This is an optimization exercise on Yosys and OpenROAD, whose aim is small area, not a production implementation.
In this exercise RTL edits were held to simulation tests only and were not proved equivalent to the original.
Power and IR drop assume default switching activity.

## the previous run
## Game
module Game
	(
		input clk,
		input rst,
		input ps2_clk,
		input ps2_dat,
        output vga_hs,
        output vga_vs,
		output[2:0] vga_rgb
	);
	wire key_stb,vis,bnd,vga_red,vga_blue,vga_green;
	wire [1:0] key, dir;
	wire [6:0] cx;
	wire [3:0] sx, sy;
	wire [5:0] cy;
	IP_PS2_keyboard U0(.clk(clk),.rst(rst),.ps2_clk(ps2_clk),.ps2_dat(ps2_dat),
		.key(key),.key_stb(key_stb));
	ps2_deal_Model U1(.clk(clk),.rst(rst),.key(key),.key_stb(key_stb),.dir(dir));
	Game_Main_Model U2(.clk(clk),.rst(rst),.dir(dir),.cx(cx),.sx(sx),.cy(cy),.sy(sy),.vis(vis),.bnd(bnd),
		.vga_red(vga_red),.vga_blue(vga_blue),.vga_green(vga_green));
	IP_VGA_640X480 U3(.clk(clk),.rst(rst),.rgb_sig({vga_red,vga_green,vga_blue}),
		.vga_rgb(vga_rgb),.vga_hs(vga_hs),.vga_vs(vga_vs),.cx(cx),.sx(sx),.cy(cy),.sy(sy),.vis(vis),.bnd(bnd));
endmodule
Size in the first run: roughly 0.0082 mm2 of cells after synthesis.
export LEC_CHECK = 0
export CAP_MARGIN = 20
export CORE_MARGIN = 2
export CORE_UTILIZATION = 60
export SLEW_MARGIN = 20
create_clock -name core_clock -period 11.0 [get_ports {clk}]
standard.sh (not shown) runs the stock make flow with config.mk's settings and CLKGATE_MAP_FILE= SYNTH_SCRIPT=/design/flow/synth_recipe.tcl, a recipe that flattens the netlist after the stock synthesis.
==> flow/flow/run.sh <==
#!/bin/bash
# Layout flow: the standard synthesis, then the combinational logic is
# mapped again for area (flip-flops kept as they are: same instances, names
# and cell types), then the standard layout from floorplan to finish.
set -euo pipefail
W=$PWD
R=$W/orfs/results/$FLOW_PLATFORM/Game/base
L=$W/orfs/logs/$FLOW_PLATFORM/Game/base
bash standard.sh $R/1_2_yosys.v > std_synth.log 2>&1
cp $R/1_2_yosys.v $W/1_2_yosys.std.v
bash flow/remap.sh $W/1_2_yosys.std.v $W/1_2_yosys.remap.v $L/1_2_yosys.log $W/flow/abc_area.script > remap.log 2>&1
cp $W/1_2_yosys.remap.v $R/1_2_yosys.v
# clock tree: clkbuf_8 buffers and no dummy loads (the default tree uses
# clkbuf_16 and adds dummy loads for balance)
bash standard.sh "CTS_ARGS=-sink_clustering_enable -repair_clock_nets -dont_use_dummy_load -buf_list sky130_fd_sc_hd__clkbuf_8" finish > std_flow.log 2>&1
==> flow/flow/abc_area.script <==
strash
dc2
dch
map -a
strash
dc2
dch
map -a
strash
dc2
dch
map -a
strash
dch
amap
topo
==> flow/flow/remap.sh <==
#!/bin/bash
# remap.sh IN.v OUT.v YOSYSLOG ABCSCRIPT: maps the combinational logic of a
# mapped netlist again for area; the flip-flops (their instances, names and
# cell types) are kept as they are.
set -euo pipefail
IN=$1; OUT=$2; YLOG=$3; ABCS=$4
LIB=$FLOW_HOME/platforms/sky130hd/lib/sky130_fd_sc_hd__tt_025C_1v80.lib
DU=$(grep -o -- "-dont_use [A-Za-z0-9_]*" "$YLOG" | sort -u | tr '\n' ' ')
SEQ=$(python3 - "$LIB" <<'P'
import re, sys
t = open(sys.argv[1]).read()
cells = re.split(r'\n\s*cell\s*\(\s*"?', t)[1:]
print(' '.join(re.match(r'(\w+)', c).group(1) for c in cells
      if re.search(r'\b(ff|latch|statetable|ff_bank)\s*\(', c) or 'clock_gating' in c))
P
)
cat > remap.ys <<Y
read_liberty -ignore_miss_func $LIB
blackbox $SEQ
read_verilog $IN
hierarchy -top Game
flatten
opt_clean -purge
abc -script $ABCS -liberty $LIB $DU
opt_clean -purge
hilomap -singleton -hicell sky130_fd_sc_hd__conb_1 HI -locell sky130_fd_sc_hd__conb_1 LO
splitnets
opt_clean -purge
tee -o remap_stat.txt stat -liberty $LIB
write_verilog -noattr -nohex -nodec $OUT
Y
YS=${YOSYS_EXE:-$(command -v yosys || echo $FLOW_HOME/../tools/install/yosys/bin/yosys)}
# keep the standard netlist if the mapping failed or lost logic
if ! "$YS" -s remap.ys; then cp "$IN" "$OUT"; exit 0; fi
NI=$(grep -c "sky130_fd_sc_hd__" "$IN" || true)
NO=$(grep -c "sky130_fd_sc_hd__" "$OUT" || true)
if [ "$NO" -lt $((NI / 2)) ]; then echo "remap lost logic ($NO of $NI cells): kept the standard netlist"; cp "$IN" "$OUT"; fi
> inputs changed (the previous run -> the current run)
==> flow/flow/run.sh <==
#!/bin/bash
# Layout flow: the standard synthesis, then the combinational logic is
# mapped again for area with a few ABC scripts, smallest kept (flip-flops kept as they are: same instances, names
# and cell types), then the standard layout from floorplan to finish.
set -euo pipefail
W=$PWD
R=$W/orfs/results/$FLOW_PLATFORM/Game/base
L=$W/orfs/logs/$FLOW_PLATFORM/Game/base
bash standard.sh $R/1_2_yosys.v > std_synth.log 2>&1
cp $R/1_2_yosys.v $W/1_2_yosys.std.v
bash flow/search.sh $W/1_2_yosys.std.v $W/1_2_yosys.remap.v $L/1_2_yosys.log > remap.log 2>&1
cp $W/1_2_yosys.remap.v $R/1_2_yosys.v
# clock tree: clkbuf_8 buffers and no dummy loads (the default tree uses
# clkbuf_16 and adds dummy loads for balance)
# ports: buffered with buf_1 (the default picks a larger delay buffer)
bash standard.sh "BUFFER_PORTS_ARGS=-inputs -outputs -buffer_cell sky130_fd_sc_hd__buf_1" "CTS_ARGS=-sink_clustering_enable -repair_clock_nets -dont_use_dummy_load -buf_list sky130_fd_sc_hd__clkbuf_8" finish > std_flow.log 2>&1
==> flow/flow/abc_b1.script (new file) <==
strash
dc2
dch
map -a
strash
dc2
dch
map -a
strash
dc2
dch
map -a
strash
dch
map -a
topo
==> flow/flow/abc_b6.script (new file) <==
strash
dc2
dch
map -a
strash
dc2
dch
map -a
strash
dc2
dch
map -a
strash
dch
amap
topo
==> flow/flow/abc_b8.script (new file) <==
strash
dc2
dch
amap
strash
dc2
dch
amap
strash
dc2
dch
amap
topo
==> flow/flow/abc_c1.script (new file) <==
strash
dc2
dch
map -a
strash
dc2
dch
map -a
strash
dc2
dch
map -a
strash
dc2
dch
map -a
strash
dc2
dch
map -a
strash
dch
amap
topo
==> flow/flow/search.sh (new file) <==
#!/bin/bash
# search.sh IN.v OUT.v YOSYSLOG: maps the logic again with each ABC script
# in flow/abc_*.script, for a few rounds, and keeps the smallest netlist.
set -euo pipefail
IN=$1; OUT=$2; YLOG=$3
FL=$(cd "$(dirname "$0")" && pwd)
cur=$IN
area() { grep "Chip area" "$1" | awk '{print $NF}'; }
best=""
for round in 1 2 3; do
  rbest=""; rarea=""
  for s in "$FL"/abc_*.script; do
    n=$(basename "$s" .script)
    d=remap_r${round}_$n; mkdir -p $d
    ( cd $d && bash "$FL/remap.sh" "$cur" "$PWD/out.v" "$YLOG" "$s" > remap.log 2>&1 ) || continue
    [ -f $d/remap_stat.txt ] || continue
    a=$(area $d/remap_stat.txt)
    echo "round $round $n: $a"
    if [ -z "$rarea" ] || python3 -c "import sys; sys.exit(0 if $a < $rarea else 1)"; then rarea=$a; rbest=$PWD/$d/out.v; fi
  done
  [ -n "$rbest" ] || break
  if [ -n "$best" ] && ! python3 -c "import sys; sys.exit(0 if $rarea < $barea else 1)"; then break; fi
  best=$rbest; barea=$rarea; cur=$rbest
  echo "round $round best: $barea ($best)"
done
if [ -n "$best" ]; then cp "$best" "$OUT"; else cp "$IN" "$OUT"; fi
removed: flow/flow/abc_area.script
==> run summary <==
The number of cells after detailed placement reported for the current run is smaller than that of the previous run by about 0.7%.
Sort the current run and the previous run by multi-input combinational gate total desc -> top: the previous run
Going from the previous run to the current run, worst ir drop on vdd moved up; power per unit of standard cell area increased by about 1% relative to the old numbers; final worst slack up 0.25 ns.
Area added between synthesis and finish ends up lower on the current run.
Row non-filler instance count after layout: the current run lower / the previous run higher
Looking at share of power burned in registers across the current run and the previous run, the one that comes out higher is the current run.
Taking the previous run as the reference, in the current run overall power after layout decreased 0.54%; share of the cycle needed by the critical path after routing decreased by 2.3 points relative to the old numbers; finished layout cell area decreased by 1.5% relative to the old numbers.

re-timing with driven ports:
No port has a modelled driver above. Below, the same layouts with a new extraction and two added sets of constraints. Step 1 sets driving cells, clkbuf_16 on the clock port and buf_2 on the other inputs (assumed; they add their load-dependent delay and slew). Step 2, shift: input delay + t, output delay - t, t = (earliest + latest rising clock arrival at the registers) / 2. This alone moves slack from input paths to output paths. a / b / c = ideal / step 1 / step 2; a / b = the first two.
| run | t (ns) | setup slack, ns | worst hold slack (ns) | worst setup path after step 2 | clock arrival spread, ns |
|---|---|---|---|---|---|
| the previous run | 0.490 | 4.021 / 3.979 / 4.447 | 0.321 / 0.321 / 0.321 | register to register | 0.027 / 0.027 |
| the current run | 0.479 | 4.275 / 4.275 / 4.275 | 0.311 / 0.311 / 0.311 | register to register | 0.035 / 0.034 |
After both steps setup and hold are still met in every run listed.
